From an optimization exercise on the open Yosys and OpenROAD flow, aimed at small area; shortcuts taken in it are not production practice.
At most, simulation tests tie the RTL to the original design; equivalence was not proved.
No driver is modelled on the clock port, so clocking that relies on it looks cheaper here than on a real chip.
Power figures rest on the tool's default switching activity, not on a simulated workload.

==> module i2c_master, before the edit <==
module i2c_master #(
 parameter [15:0]  p_DIV = 16'd500
) (
 input                           i_rst_n
,input                           i_local_clk
,input                           i_start
,input         [8:0]             i_req_num
,input         [7:0]             i_device_addr
,input         [7:0]             i_reg_addr
,input         [7:0]             i_wr_data
,output                          o_wr_done
,output        [7:0]             o_rd_data
,output                          o_rd_valid
,output                          o_busy
,output        [7:0]             o_reg_addr
,output        [7:0]             o_ack_erro
,output                          o_erro_valid
,output                          o_scl
,input                           i_sda
,output                          o_sda
);
localparam [1:0] K_SPEC = 2'b00;
localparam [1:0] K_BIT  = 2'b01;
localparam [1:0] K_ACK  = 2'b10;
localparam [1:0] K_STOP = 2'b11;
localparam [1:0] P_DEV  = 2'b00;
localparam [1:0] P_REG  = 2'b01;
localparam [1:0] P_DATA = 2'b10;
localparam [1:0] P_DEVR = 2'b11;
localparam [1:0] Q_0 = 2'b00;
localparam [1:0] Q_1 = 2'b01;
localparam [1:0] Q_2 = 2'b11;
localparam [1:0] Q_3 = 2'b10;
localparam [3:0] S_IDLE   = {K_SPEC, 2'b00};
localparam [3:0] S_START  = {K_SPEC, 2'b01};
localparam [3:0] S_START2 = {K_SPEC, 2'b11};
reg    [3:0]     r_st     ;
reg    [6:0]     r_q      ;
reg    [1:0]     r_p      ;   
reg    [2:0]     r_bit    ;
reg    [8:0]     r_cnt    ;
reg    [7:0]     r_rd_data;
reg              r_scl    ;
reg              r_sda    ;
wire   [1:0] w_k = r_st[3:2];
wire   [1:0] w_ph = r_st[1:0];
wire   w_rd    = i_device_addr[0];
wire   w_qend  = (r_q == 7'b1010000);   
wire   w_q0    = (r_q == 7'd0);
wire   w_e499  = w_qend & (r_p == Q_3);
wire   w_d0    = w_q0 & (r_p == Q_0);
wire   w_last  = (i_req_num == r_cnt);
wire   w_idle  = (r_st == S_IDLE);
wire   w_dtack = (r_st == {K_ACK, P_DATA});
wire   w_nack  = i_sda & ~((w_ph == P_DATA) & w_rd);
assign o_busy       = ~w_idle;
assign o_scl        = r_scl;
assign o_sda        = r_sda;
assign o_rd_data    = r_rd_data;
assign o_reg_addr   = i_reg_addr + r_cnt[7:0];
assign o_rd_valid   = w_dtack & w_rd & w_d0;
assign o_wr_done    = w_dtack & ~w_rd & w_q0 & (r_p == Q_3) & ~i_sda;
assign o_erro_valid = w_d0 & (w_k == K_STOP) & ((w_ph != P_DATA) | (~w_rd & i_sda));
assign o_ack_erro   = {4'd0, w_ph == P_DEVR, w_ph == P_DATA, w_ph == P_REG, w_ph == P_DEV};
always @(posedge i_local_clk) begin
	if(w_idle) begin
		r_q <= {6'd0, i_start};
		r_p <= 'd0;
	end else if(w_qend) begin
		r_q <= 'd0;
		r_p <= {r_p[0], ~r_p[1]};
	end else
		r_q <= {r_q[5:0], ~(r_q[6] ^ r_q[5])};
end
always @(posedge i_local_clk) begin
	if(w_k != K_BIT)
		r_bit <= 'd0;
	else if(w_e499)
		r_bit <= r_bit + 1'b1;
end
always @(posedge i_local_clk) begin
	if(w_idle)
		r_cnt <= 'd0;
	else if(w_dtack & w_d0)
		r_cnt <= r_cnt + 1'b1;
end
always @(posedge i_local_clk) begin
	if(w_e499)
		r_rd_data <= {r_rd_data[6:0], i_sda};
end
reg w_bit;
always @(*) begin
	case(w_ph)
		P_DEV:   w_bit = i_device_addr[~r_bit] & (r_bit != 3'd7);
		P_REG:   w_bit = i_reg_addr[~r_bit];
		P_DATA:  w_bit = i_wr_data[~r_bit] | w_rd;
		default: w_bit = i_device_addr[~r_bit];
	endcase
end
always @(posedge i_local_clk or negedge i_rst_n) begin
	if(~i_rst_n)
		r_sda <= 1'b1;
	else if(r_st == S_START)
		r_sda <= (r_p == Q_0);
	else if(r_st == S_START2)
		r_sda <= ~r_p[1];
	else if(w_qend) case(r_p)
		Q_0: case(w_k)
			K_BIT:   r_sda <= w_bit;
			K_ACK:   r_sda <= ~((w_ph == P_DATA) & w_rd) | w_last;
			K_STOP:  r_sda <= 1'b0;
			default: r_sda <= 1'b1;
		endcase
		Q_2: if(w_k == K_STOP) r_sda <= 1'b1;
		default: ;
	endcase
end
always @(posedge i_local_clk or negedge i_rst_n) begin
	if(~i_rst_n)
		r_scl <= 1'b1;
	else case(r_st)
		S_IDLE:   r_scl <= 1'b1;
		S_START:  r_scl <= ~r_p[1];
		S_START2: r_scl <= r_p[0];
		default:  r_scl <= r_p[1];
	endcase
end
always @(posedge i_local_clk or negedge i_rst_n) begin
	if(~i_rst_n)
		r_st <= S_IDLE;
	else if(w_idle) begin
		if(i_start) r_st <= S_START;
	end else if(w_e499) case(w_k)
		K_SPEC:  r_st <= (r_st == S_START) ? {K_BIT, P_DEV} : {K_BIT, P_DEVR};
		K_BIT:   if(r_bit == 3'd7) r_st <= {K_ACK, w_ph};
		K_ACK:
			if(w_nack)
				r_st <= {K_STOP, w_ph};
			else case(w_ph)
				P_DEV:   r_st <= {K_BIT, P_REG};
				P_REG:   r_st <= w_rd ? S_START2 : {K_BIT, P_DATA};
				P_DATA:  r_st <= w_last ? {K_STOP, P_DATA} : {K_BIT, P_DATA};
				default: r_st <= {K_BIT, P_DATA};
			endcase
		default: r_st <= S_IDLE;
	endcase
end
endmodule
Settings: LEC_CHECK=0, CAP_MARGIN=20, CORE_MARGIN=2, CORE_UTILIZATION=40, PLACE_DENSITY=0.6, SLEW_MARGIN=20; clock period 5.0 ns.
standard.sh (not shown) runs the stock make flow with config.mk's settings and CLKGATE_MAP_FILE= SYNTH_SCRIPT=/design/flow/synth_recipe.tcl, a recipe that flattens the netlist after the stock synthesis.
==> flow/flow/run.sh <==
#!/bin/bash
# Standard layout with four changes to how it is made:
#  - synthesis maps the logic with an area-oriented ABC script
#    (flow/abc_area.script) in place of ORFS's speed script; everything else
#    in the standard flow's synthesis script (synth_recipe.tcl) is kept as it is;
#  - the port buffers are made from the smallest buffer cell;
#  - the clock tree is built by flow/clktree.tcl (a balanced two-level tree
#    of four buffers) just before ORFS's CTS step;
#  - non-critical gates are downsized after global routing.
# Each tool's output is in standard.log (and ORFS's own logs under orfs/).
set -euo pipefail
here=$(pwd)
{
  echo "proc abc {args} {"
  echo "  set i [lsearch \$args -script]"
  echo "  lset args [expr {\$i + 1}] $here/flow/abc_area.script"
  echo "  yosys abc {*}\$args"
  echo "}"
  cat synth_recipe.tcl
} > synth_area.tcl
export BUFFER_PORTS_ARGS="-buffer_cell sky130_fd_sc_hd__buf_1"
export PRE_CTS_TCL=$here/flow/clktree.tcl
export RECOVER_POWER=100
bash standard.sh SYNTH_SCRIPT=$here/synth_area.tcl finish > standard.log 2>&1
Other scripts of this flow, unchanged in this note and not shown: flow/flow/abc_area.script, flow/flow/clktree.tcl
The baseline completed and failed the layout checks on capacitance limit, slew limit.
Next try:
--- a/flow/design.v
+++ b/flow/design.v
@@ -26,18 +26,14 @@
 localparam [1:0] P_DEV  = 2'b00;
 localparam [1:0] P_REG  = 2'b01;
 localparam [1:0] P_DATA = 2'b10;
 localparam [1:0] P_DEVR = 2'b11;
-localparam [1:0] Q_0 = 2'b00;
-localparam [1:0] Q_1 = 2'b01;
-localparam [1:0] Q_2 = 2'b11;
-localparam [1:0] Q_3 = 2'b10;
 localparam [3:0] S_IDLE   = {K_SPEC, 2'b00};
 localparam [3:0] S_START  = {K_SPEC, 2'b01};
 localparam [3:0] S_START2 = {K_SPEC, 2'b11};
 reg    [3:0]     r_st     ;
 reg    [6:0]     r_q      ;
-reg    [1:0]     r_p      ;   
+reg    [1:0]     r_p      ;
 reg    [2:0]     r_bit    ;
 reg    [8:0]     r_cnt    ;
 reg    [7:0]     r_rd_data;
 reg              r_scl    ;
@@ -46,10 +42,10 @@
 wire   [1:0] w_ph = r_st[1:0];
 wire   w_rd    = i_device_addr[0];
 wire   w_qend  = (r_q == 7'b1010000);   
 wire   w_q0    = (r_q == 7'd0);
-wire   w_e499  = w_qend & (r_p == Q_3);
-wire   w_d0    = w_q0 & (r_p == Q_0);
+wire   w_e499  = w_qend & (r_p == 2'd3);
+wire   w_d0    = w_q0 & (r_p == 2'd0);
 wire   w_last  = (i_req_num == r_cnt);
 wire   w_idle  = (r_st == S_IDLE);
 wire   w_dtack = (r_st == {K_ACK, P_DATA});
 wire   w_nack  = i_sda & ~((w_ph == P_DATA) & w_rd);
@@ -58,18 +54,18 @@
 assign o_sda        = r_sda;
 assign o_rd_data    = r_rd_data;
 assign o_reg_addr   = i_reg_addr + r_cnt[7:0];
 assign o_rd_valid   = w_dtack & w_rd & w_d0;
-assign o_wr_done    = w_dtack & ~w_rd & w_q0 & (r_p == Q_3) & ~i_sda;
+assign o_wr_done    = w_dtack & ~w_rd & w_q0 & (r_p == 2'd3) & ~i_sda;
 assign o_erro_valid = w_d0 & (w_k == K_STOP) & ((w_ph != P_DATA) | (~w_rd & i_sda));
 assign o_ack_erro   = {4'd0, w_ph == P_DEVR, w_ph == P_DATA, w_ph == P_REG, w_ph == P_DEV};
 always @(posedge i_local_clk) begin
 	if(w_idle) begin
 		r_q <= {6'd0, i_start};
 		r_p <= 'd0;
 	end else if(w_qend) begin
 		r_q <= 'd0;
-		r_p <= {r_p[0], ~r_p[1]};
+		r_p <= r_p + 1'b1;
 	end else
 		r_q <= {r_q[5:0], ~(r_q[6] ^ r_q[5])};
 end
 always @(posedge i_local_clk) begin
@@ -100,19 +96,19 @@
 always @(posedge i_local_clk or negedge i_rst_n) begin
 	if(~i_rst_n)
 		r_sda <= 1'b1;
 	else if(r_st == S_START)
-		r_sda <= (r_p == Q_0);
+		r_sda <= (r_p == 2'd0);
 	else if(r_st == S_START2)
 		r_sda <= ~r_p[1];
 	else if(w_qend) case(r_p)
-		Q_0: case(w_k)
+		2'd0: case(w_k)
 			K_BIT:   r_sda <= w_bit;
 			K_ACK:   r_sda <= ~((w_ph == P_DATA) & w_rd) | w_last;
 			K_STOP:  r_sda <= 1'b0;
 			default: r_sda <= 1'b1;
 		endcase
-		Q_2: if(w_k == K_STOP) r_sda <= 1'b1;
+		2'd2: if(w_k == K_STOP) r_sda <= 1'b1;
 		default: ;
 	endcase
 end
 always @(posedge i_local_clk or negedge i_rst_n) begin
@@ -120,9 +116,9 @@
 		r_scl <= 1'b1;
 	else case(r_st)
 		S_IDLE:   r_scl <= 1'b1;
 		S_START:  r_scl <= ~r_p[1];
-		S_START2: r_scl <= r_p[0];
+		S_START2: r_scl <= r_p[1] ^ r_p[0];
 		default:  r_scl <= r_p[1];
 	endcase
 end
 always @(posedge i_local_clk or negedge i_rst_n) begin
=> The changed run ran to the end with no violations. Critical path depth does not change. Register-to-register slack gains 0.84 ns. Maximum frequency goes up slightly. Area after synthesis barely changes. Synthesized cell count increases slightly. Combinational power falls by a few percent. Via count drops slightly. Total power shrinks slightly. Clock power stays flat. Sequential share of layout area barely changes. Clock skew stays flat. Worst setup slack gains 0.028 ns. Hold slack gains 0.0065 ns.
Function not checked in the first run of this note: the RTL went through the layout flow alone.

static timing again, ports no longer ideal:
In the flow no input, the clock included, has a driving cell. The finished layouts below were timed again as built, in two steps. Step 1 assumes that a clkbuf_16 drives the clock port and a buf_2 every other input. Step 2 adds t to the input delays and takes it off the output delays; t is the mean of the earliest and latest rising clock arrival at the registers after step 1. Input paths then give back, and output paths get back, about the clock's delay inside the block. Three values: no drivers, after step 1, after step 2; two values: the first two.
run	shift t [ns]	setup slack, ns	hold slack, ns	slew at the worst register clock pin (ns)
the first run	0.351	1.291 / 1.268 / 1.268	0.452 / 0.452 / 0.452	0.08 / 0.08
the second run	0.346	1.319 / 1.296 / 1.296	0.459 / 0.459 / 0.459	0.08 / 0.08
